Background: an optimization exercise with open tools, aiming at low power. Do not read the settings as production practice.
In this exercise RTL edits were held to simulation tests only and were not proved equivalent to the original.
The clock port is modelled as an ideal driver, which makes a skipped or thinned clock tree look cheaper than it is; a real chip needs a root buffer or a tree.
Power and IR drop assume default switching activity.

==> v36 <==
==> flow/design.v <==
`timescale 1ns / 1ps
module fifo #(
    parameter DATA_WIDTH = 16,
    parameter DEPTH = 64,
    parameter ALMOST_FULL_THRESH = 56,
    parameter ALMOST_EMPTY_THRESH = 8
)(
    input                   clk,
    input                   rst_n,
    input                   wr_en,
    input  [DATA_WIDTH-1:0] wr_data,
    input                   rd_en,
    output [DATA_WIDTH-1:0] rd_data,
    output                  full,
    output                  empty,
    output                  almost_full,
    output                  almost_empty,
    output                  overflow_err,
    output                  underflow_err,
    output [DATA_WIDTH-1:0] fifo_count
);
    localparam AW = 6;
    reg [DATA_WIDTH-1:0] mem [0:DEPTH-1];
    reg [AW-1:0] wp_r;
    reg [AW-1:0] rp_r;
    reg [AW:0]   cnt_r;
    reg [DATA_WIDTH-1:0] rd_r;
    reg alive;
    reg rd_valid;
    reg overflow_flag, underflow_flag;
    wire [AW:0]   count = cnt_r & {(AW+1){alive}};
    wire [AW-1:0] wp    = wp_r & {AW{alive}};
    wire [AW-1:0] rp    = rp_r;
    assign full         = count[AW];
    assign empty        = (count == 0);
    assign almost_full  = (count >= ALMOST_FULL_THRESH);
    assign almost_empty = (count <= ALMOST_EMPTY_THRESH);
    assign overflow_err = overflow_flag;
    assign underflow_err= underflow_flag;
    assign fifo_count   = {{(DATA_WIDTH-AW-1){1'b0}}, count};
    assign rd_data      = rd_r & {DATA_WIDTH{rd_valid}};
    wire wr_acc = wr_en & ~full;
    wire rd_acc = rd_en & ~empty;
    always @(posedge clk or negedge rst_n) begin
        if (!rst_n) begin
            alive    <= 1'b0;
            rd_valid <= 1'b0;
        end else begin
            alive    <= alive | wr_en | rd_en;
            rd_valid <= rd_valid | rd_acc;
        end
    end
    wire [AW-1:0] wa = {wp[0], wp[1], wp[2], wp[3], wp[4], wp[5]};
    wire [AW-1:0] ra = {rp[0], rp[1], rp[2], rp[3], rp[4], rp[5]};
    always @(posedge clk) begin
        if (wr_acc)
            mem[wa] <= wr_data;
    end
    always @(posedge clk) begin
        if (rd_acc)
            rd_r <= mem[ra];
    end
    wire rp_load = empty & (wr_en | ~alive);
    genvar k;
    generate
        for (k = 0; k < AW; k = k + 1) begin : g_ptr
            wire wtog, rtog;
            if (k == 0) begin : g_c0
                assign wtog = wr_acc;
                assign rtog = rd_acc;
            end else begin : g_ck
                assign wtog = wr_acc & (&wp[k-1:0]);
                assign rtog = rd_acc & (&rp[k-1:0]);
            end
            always @(posedge clk)
                if (!alive || wtog)
                    wp_r[k] <= wp[k] ^ wtog;
            always @(posedge clk)
                if (rp_load)
                    rp_r[k] <= wp[k];
                else if (rtog)
                    rp_r[k] <= ~rp[k];
        end
    endgenerate
    wire inc = wr_acc & ~rd_acc;
    wire dec = rd_acc & ~wr_acc;
    genvar j;
    generate
        for (j = 0; j <= AW; j = j + 1) begin : g_cnt
            wire tog;
            if (j == 0) begin : g_t0
                assign tog = inc | dec;
            end else begin : g_tj
                assign tog = (inc & (&count[j-1:0])) | (dec & ~(|count[j-1:0]));
            end
            always @(posedge clk)
                if (!alive || tog)
                    cnt_r[j] <= count[j] ^ tog;
        end
    endgenerate
    always @(posedge clk or negedge rst_n) begin
        if (!rst_n) begin
            overflow_flag  <= 1'b0;
            underflow_flag <= 1'b0;
        end else begin
            if (wr_en && full)
                overflow_flag <= 1'b1;
            else if (rd_acc)
                overflow_flag <= 1'b0;
            if (rd_en && empty)
                underflow_flag <= 1'b1;
            else if (wr_acc)
                underflow_flag <= 1'b0;
        end
    end
endmodule
==> flow/flow/run.sh <==
#!/bin/bash
# Standard layout (the standard.sh) with a custom clock tree: ORFS's cts step
# sources flow/custom_cts.tcl (PRE_CTS_TCL), which builds the tree, gives the
# output ports plain buffers instead of delay cells, and stands in for
# repair_clock_inverters and TritonCTS. Everything else is the standard flow.
set -euo pipefail
export PRE_CTS_TCL="$(pwd)/flow/custom_cts.tcl"
export CCTS_CLK=clk
export CCTS_LEVELS="sky130_fd_sc_hd__clkinv_8:32 sky130_fd_sc_hd__clkinv_16:6 sky130_fd_sc_hd__clkbuf_8:3"
export CCTS_OUTBUF=sky130_fd_sc_hd__buf_2
bash standard.sh > standard.log 2>&1
==> flow/flow/custom_cts.tcl <==
# Custom clock tree, sourced by ORFS's cts step (PRE_CTS_TCL) before its calls to
# repair_clock_inverters and clock_tree_synthesis, which it then replaces with
# no-ops.
# CCTS_LEVELS lists, from the flip-flops up, "cell:max_loads" for each level of
# the tree; the last entry repeats until one cell remains, and that cell is the
# only load of the clock port. At each level the loads are split into compact
# groups by recursive balanced bisection of their placement, and each group gets
# one cell at its centre. Inverting levels must come in pairs, so every
# flip-flop sees the clock port's polarity.
# With CCTS_SHRINK set (0..1), each flip-flop group is first pulled towards its
# centre, every flip-flop's offset from the centre scaled by CCTS_SHRINK; the
# cts step's detailed placement then legalises them.
# With CCTS_OUTBUF set, the delay cells the standard flow put on the output
# ports are swapped for that buffer.
set ::ccts_block [ord::get_db_block]
set ::ccts_db [ord::get_db]
set clk_net [$::ccts_block findNet $::env(CCTS_CLK)]

proc ccts_split {items nparts} {
  if {$nparts <= 1} { return [list $items] }
  set xs [lmap it $items {lindex $it 0}]
  set ys [lmap it $items {lindex $it 1}]
  set dx [expr {[tcl::mathfunc::max {*}$xs] - [tcl::mathfunc::min {*}$xs]}]
  set dy [expr {[tcl::mathfunc::max {*}$ys] - [tcl::mathfunc::min {*}$ys]}]
  set key [expr {$dx >= $dy ? 0 : 1}]
  set sorted [lsort -real -index $key $items]
  set na [expr {$nparts / 2}]
  set nb [expr {$nparts - $na}]
  set n [llength $sorted]
  set cut [expr {int(round(double($n) * $na / $nparts))}]
  set a [lrange $sorted 0 [expr {$cut - 1}]]
  set b [lrange $sorted $cut end]
  return [concat [ccts_split $a $na] [ccts_split $b $nb]]
}

proc ccts_center {items} {
  set sx 0.0; set sy 0.0
  foreach it $items { set sx [expr {$sx + [lindex $it 0]}]; set sy [expr {$sy + [lindex $it 1]}] }
  set n [llength $items]
  return [list [expr {int($sx / $n)}] [expr {int($sy / $n)}]]
}

proc ccts_pin {master dir} {
  foreach mt [$master getMTerms] {
    if {[$mt getSigType] ne "SIGNAL"} continue
    if {[$mt getIoType] eq $dir} { return [$mt getName] }
  }
  error "custom cts: no $dir pin on [$master getName]"
}

set ::ccts_count 0
proc ccts_add_cell {level master x y loads} {
  set name "ccts_${level}_$::ccts_count"
  incr ::ccts_count
  set inst [odb::dbInst_create $::ccts_block $master $name]
  set net [odb::dbNet_create $::ccts_block "clknet_$name"]
  $net setSigType CLOCK
  [$inst findITerm [ccts_pin $master OUTPUT]] connect $net
  foreach it $loads {
    set iterm [lindex $it 2]
    $iterm disconnect
    $iterm connect $net
  }
  set w [$master getWidth]
  set h [$master getHeight]
  $inst setLocation [expr {$x - $w / 2}] [expr {$y - $h / 2}]
  $inst setPlacementStatus PLACED
  return [list $x $y [$inst findITerm [ccts_pin $master INPUT]]]
}

set sinks {}
foreach iterm [$clk_net getITerms] {
  set bb [[$iterm getInst] getBBox]
  lappend sinks [list [expr {([$bb xMin] + [$bb xMax]) / 2}] [expr {([$bb yMin] + [$bb yMax]) / 2}] $iterm]
}
puts "custom cts: [llength $sinks] sinks on [$clk_net getName]"

set specs $::env(CCTS_LEVELS)
set level 0
set nodes $sinks
set inversions 0
while {1} {
  set spec [lindex $specs [expr {min($level, [llength $specs] - 1)}]]
  lassign [split $spec :] cell maxn
  set master [$::ccts_db findMaster $cell]
  if {$master eq "NULL" || $master eq ""} { error "custom cts: no cell $cell" }
  set ngroups [expr {int(ceil(double([llength $nodes]) / $maxn))}]
  if {$level >= [llength $specs] - 1 && [llength $nodes] > 1 && $ngroups == 1} { set ngroups 1 }
  set groups [ccts_split $nodes $ngroups]
  set next {}
  foreach g $groups {
    lassign [ccts_center $g] x y
    if {$level == 0 && [info exists ::env(CCTS_SHRINK)]} {
      # pull the group's flip-flops towards its centre (detailed placement
      # legalises them afterwards)
      set a $::env(CCTS_SHRINK)
      foreach it $g {
        set inst [[lindex $it 2] getInst]
        lassign [$inst getLocation] lx ly
        set nx [expr {int($x + $a * ([lindex $it 0] - $x)) - ([lindex $it 0] - $lx)}]
        set ny [expr {int($y + $a * ([lindex $it 1] - $y)) - ([lindex $it 1] - $ly)}]
        $inst setLocation $nx $ny
      }
    }
    lappend next [ccts_add_cell $level $master $x $y $g]
  }
  if {[string match "*inv*" $cell]} { incr inversions }
  puts "custom cts: level $level: [llength $nodes] loads in [llength $groups] groups of $cell"
  set nodes $next
  incr level
  if {[llength $nodes] == 1 && $level >= [llength $specs]} break
}
if {$inversions % 2} { error "custom cts: odd number of inverting levels" }
[lindex $nodes 0 2] connect $clk_net

# Optionally give the output ports faster buffers than the delay cells the
# standard flow's port buffering picked (CCTS_OUTBUF, same function: a buffer).
if {[info exists ::env(CCTS_OUTBUF)]} {
  set outbuf [$::ccts_db findMaster $::env(CCTS_OUTBUF)]
  set nswap 0
  foreach bt [$::ccts_block getBTerms] {
    if {[$bt getIoType] ne "OUTPUT"} continue
    set net [$bt getNet]
    if {$net eq "NULL"} continue
    foreach it [$net getITerms] {
      if {![$it isOutputSignal]} continue
      set inst [$it getInst]
      if {[[$inst getMaster] getName] eq "sky130_fd_sc_hd__clkdlybuf4s50_1"} {
        $inst swapMaster $outbuf
        incr nswap
      }
    }
  }
  puts "custom cts: $nswap output port buffers now [$outbuf getName]"
}

proc ::repair_clock_inverters {args} { puts "custom clock tree: repair_clock_inverters skipped" }
proc ::clock_tree_synthesis {args} { puts "custom clock tree: clock_tree_synthesis skipped" }
==> flow/standard.sh <==
#!/bin/bash
# synth_recipe.tcl (not shown) runs the flow's synth.tcl, then flattens the netlist and writes it again
# the make line also repeats each setting of config.mk as NAME=value (left out here)
make -C /OpenROAD-flow-scripts/flow DESIGN_CONFIG=/design/flow/config.mk WORK_HOME=/design/flow/orfs CLKGATE_MAP_FILE= SYNTH_SCRIPT=/design/flow/synth_recipe.tcl "${@:-finish}"
==> flow/config.mk <==
export PLATFORM = sky130hd
export DESIGN_NAME = fifo
export DESIGN_NICKNAME = fifo
export VERILOG_FILES = /design/flow/design.v
export SDC_FILE = /design/flow/constraint.sdc
export NUM_CORES = 4
export LEC_CHECK = 0
export CAP_MARGIN = 0
export CORE_MARGIN = 2
export CORE_UTILIZATION = 60
export PLACE_DENSITY = 0.8
export SLEW_MARGIN = 0
==> flow/constraint.sdc <==
create_clock -name core_clock -period 3.3 [get_ports {clk}]
set_input_delay 0.6600 -clock core_clock [delete_from_list [all_inputs] [get_ports {clk}]]
set_output_delay 0.6600 -clock core_clock [all_outputs]
set_load 0.01 [all_outputs]
==> v3: changes against v36 <==
--- a/flow/design.v
+++ b/flow/design.v
@@ -31,5 +31,5 @@
     wire [AW:0]   count = cnt_r & {(AW+1){alive}};
     wire [AW-1:0] wp    = wp_r & {AW{alive}};
-    wire [AW-1:0] rp    = rp_r;
+    wire [AW-1:0] rp    = rp_r & {AW{alive}};
     assign full         = count[AW];
     assign empty        = (count == 0);
--- a/flow/flow/run.sh
+++ b/flow/flow/run.sh
@@ -7,5 +7,5 @@
 export PRE_CTS_TCL="$(pwd)/flow/custom_cts.tcl"
 export CCTS_CLK=clk
-export CCTS_LEVELS="sky130_fd_sc_hd__clkinv_8:32 sky130_fd_sc_hd__clkinv_16:6 sky130_fd_sc_hd__clkbuf_8:3"
+export CCTS_LEVELS="sky130_fd_sc_hd__clkinv_8:30 sky130_fd_sc_hd__clkinv_16:6 sky130_fd_sc_hd__clkbuf_8:3"
 export CCTS_OUTBUF=sky130_fd_sc_hd__buf_2
 bash standard.sh > standard.log 2>&1
--- a/flow/flow/custom_cts.tcl
+++ b/flow/flow/custom_cts.tcl
@@ -8,9 +8,4 @@
 # one cell at its centre. Inverting levels must come in pairs, so every
 # flip-flop sees the clock port's polarity.
-# With CCTS_SHRINK set (0..1), each flip-flop group is first pulled towards its
-# centre, every flip-flop's offset from the centre scaled by CCTS_SHRINK; the
-# cts step's detailed placement then legalises them.
-# With CCTS_OUTBUF set, the delay cells the standard flow put on the output
-# ports are swapped for that buffer.
 set ::ccts_block [ord::get_db_block]
 set ::ccts_db [ord::get_db]
@@ -91,16 +86,4 @@
   foreach g $groups {
     lassign [ccts_center $g] x y
-    if {$level == 0 && [info exists ::env(CCTS_SHRINK)]} {
-      # pull the group's flip-flops towards its centre (detailed placement
-      # legalises them afterwards)
-      set a $::env(CCTS_SHRINK)
-      foreach it $g {
-        set inst [[lindex $it 2] getInst]
-        lassign [$inst getLocation] lx ly
-        set nx [expr {int($x + $a * ([lindex $it 0] - $x)) - ([lindex $it 0] - $lx)}]
-        set ny [expr {int($y + $a * ([lindex $it 1] - $y)) - ([lindex $it 1] - $ly)}]
-        $inst setLocation $nx $ny
-      }
-    }
     lappend next [ccts_add_cell $level $master $x $y $g]
   }
==> v27: changes against v36 <==
--- a/flow/design.v
+++ b/flow/design.v
@@ -31,5 +31,5 @@
     wire [AW:0]   count = cnt_r & {(AW+1){alive}};
     wire [AW-1:0] wp    = wp_r & {AW{alive}};
-    wire [AW-1:0] rp    = rp_r;
+    wire [AW-1:0] rp    = rp_r & {AW{alive}};
     assign full         = count[AW];
     assign empty        = (count == 0);
==> flow/flow/run.sh (replaced) <==
#!/bin/bash
# Standard layout (the standard.sh) with a custom clock tree: ORFS's cts step
# sources flow/custom_cts.tcl (PRE_CTS_TCL), which pulls each group of flip-flops
# together around its clock driver, builds the tree, gives the output ports
# plain buffers instead of delay cells, and stands in for repair_clock_inverters
# and TritonCTS. Everything else is the standard flow.
set -euo pipefail
export PRE_CTS_TCL="$(pwd)/flow/custom_cts.tcl"
export CCTS_CLK=clk
export CCTS_LEVELS="sky130_fd_sc_hd__clkinv_8:32 sky130_fd_sc_hd__clkinv_16:6 sky130_fd_sc_hd__clkbuf_8:3"
export CCTS_OUTBUF=sky130_fd_sc_hd__buf_2
export CCTS_SHRINK=0.1
bash standard.sh > standard.log 2>&1
==> notes.md <==
Storage element area: v3 31900 um^2; v36 31900 um^2; v27 31900 um^2
Detail Route met3 WL: v3 12170 um; v36 10660 um; v27 20920 um
Static power due to leakage: v3 14.61 nW; v36 14.04 nW; v27 14.60 nW
Area of the mapped netlist: v3 42700 um^2; v36 41650 um^2; v27 42700 um^2
Compound-cell area share of the yosys netlist: v3 7.086%; v36 3.214%; v27 7.086%
Worst hold margin: v3 0.06895 ns; v36 0.05611 ns; v27 0.07760 ns
Comb pwr: v3 742 uW; v36 654 uW; v27 818 uW
First-iteration detailed-routing DRC count: v3 4081; v36 3435; v27 6125
Status: v3 complete, no violations; v36 complete, no violations; v27 complete, no violations
Launch instance of the worst register-to-register path: v3 alive; v36 alive; v27 rp_r[3]
Wire length of the first global-routing pass: v3 157900 um; v36 141200 um; v27 190800 um
Setup Skew: v3 0.02854 ns; v36 0.04375 ns; v27 0.02987 ns
Critical Path Most Common Cell: v3 -; v36 sky130_fd_sc_hd__nor2_1; v27 sky130_fd_sc_hd__buf_4
Total Routed Length: v3 106900 um; v36 97390 um; v27 133800 um
GRT met2 Usage: v3 45.09%; v36 44.25%; v27 57.21%
Routed length on met2: v3 49880 um; v36 47480 um; v27 61510 um
Worst supply voltage drop on vdd: v3 0.3733 mV; v36 0.3388 mV; v27 0.4944 mV
Vias in the first global route: v3 23790; v36 20510; v27 25930
Power dissipated in the clock network: v3 5.09 mW; v36 4.95 mW; v27 4.89 mW
Cell depth of the worst flop-to-flop path: v3 6; v36 5; v27 8
Share of total power in combinational logic: v3 3.6%; v36 3.2%; v27 4.0%
Multi-input combinational gate total: v3 1267; v36 835; v27 1267
Multiplexer share of the synthesized area: v3 9.274%; v36 14.89%; v27 9.274%
Delay of the slowest cell on the worst path: v3 0.73 ns; v36 0.76 ns; v27 0.67 ns
Switching portion of total power: v3 24.21%; v36 23.56%; v27 23.88%
In every run of this note, the design's own scripts or RTL, not TritonCTS, make the clock network.

[port drivers added, routing unchanged]
In the flow no input, the clock included, has a driving cell. The finished layouts below were timed again as built, in two steps.
Step 1: set_driving_cell puts a clkbuf_16 on clk and a buf_2 on each other input, an assumption about the parent block.
Step 2 also shifts input and output timing later by t, the mid clock arrival at the registers, as if the neighbouring blocks saw the same clock.
Slacks: ideal ports / drivers / drivers and shift; pairs: ideal ports / drivers.
run | t (ns) | slack for setup (ns) | cell pins on the clock port's net
v36 | 0.827 | 0.229 / 0.229 / 0.194 | 1
v3 | 0.849 | 0.178 / 0.178 / 0.178 | 1
v27 | 0.865 | 0.052 / 0.052 / 0.052 | 1
After both steps every run listed still meets setup and hold. The setup slack of v36, which loses most, moves by 0.000 ns with the drivers and by -0.035 ns with both steps.
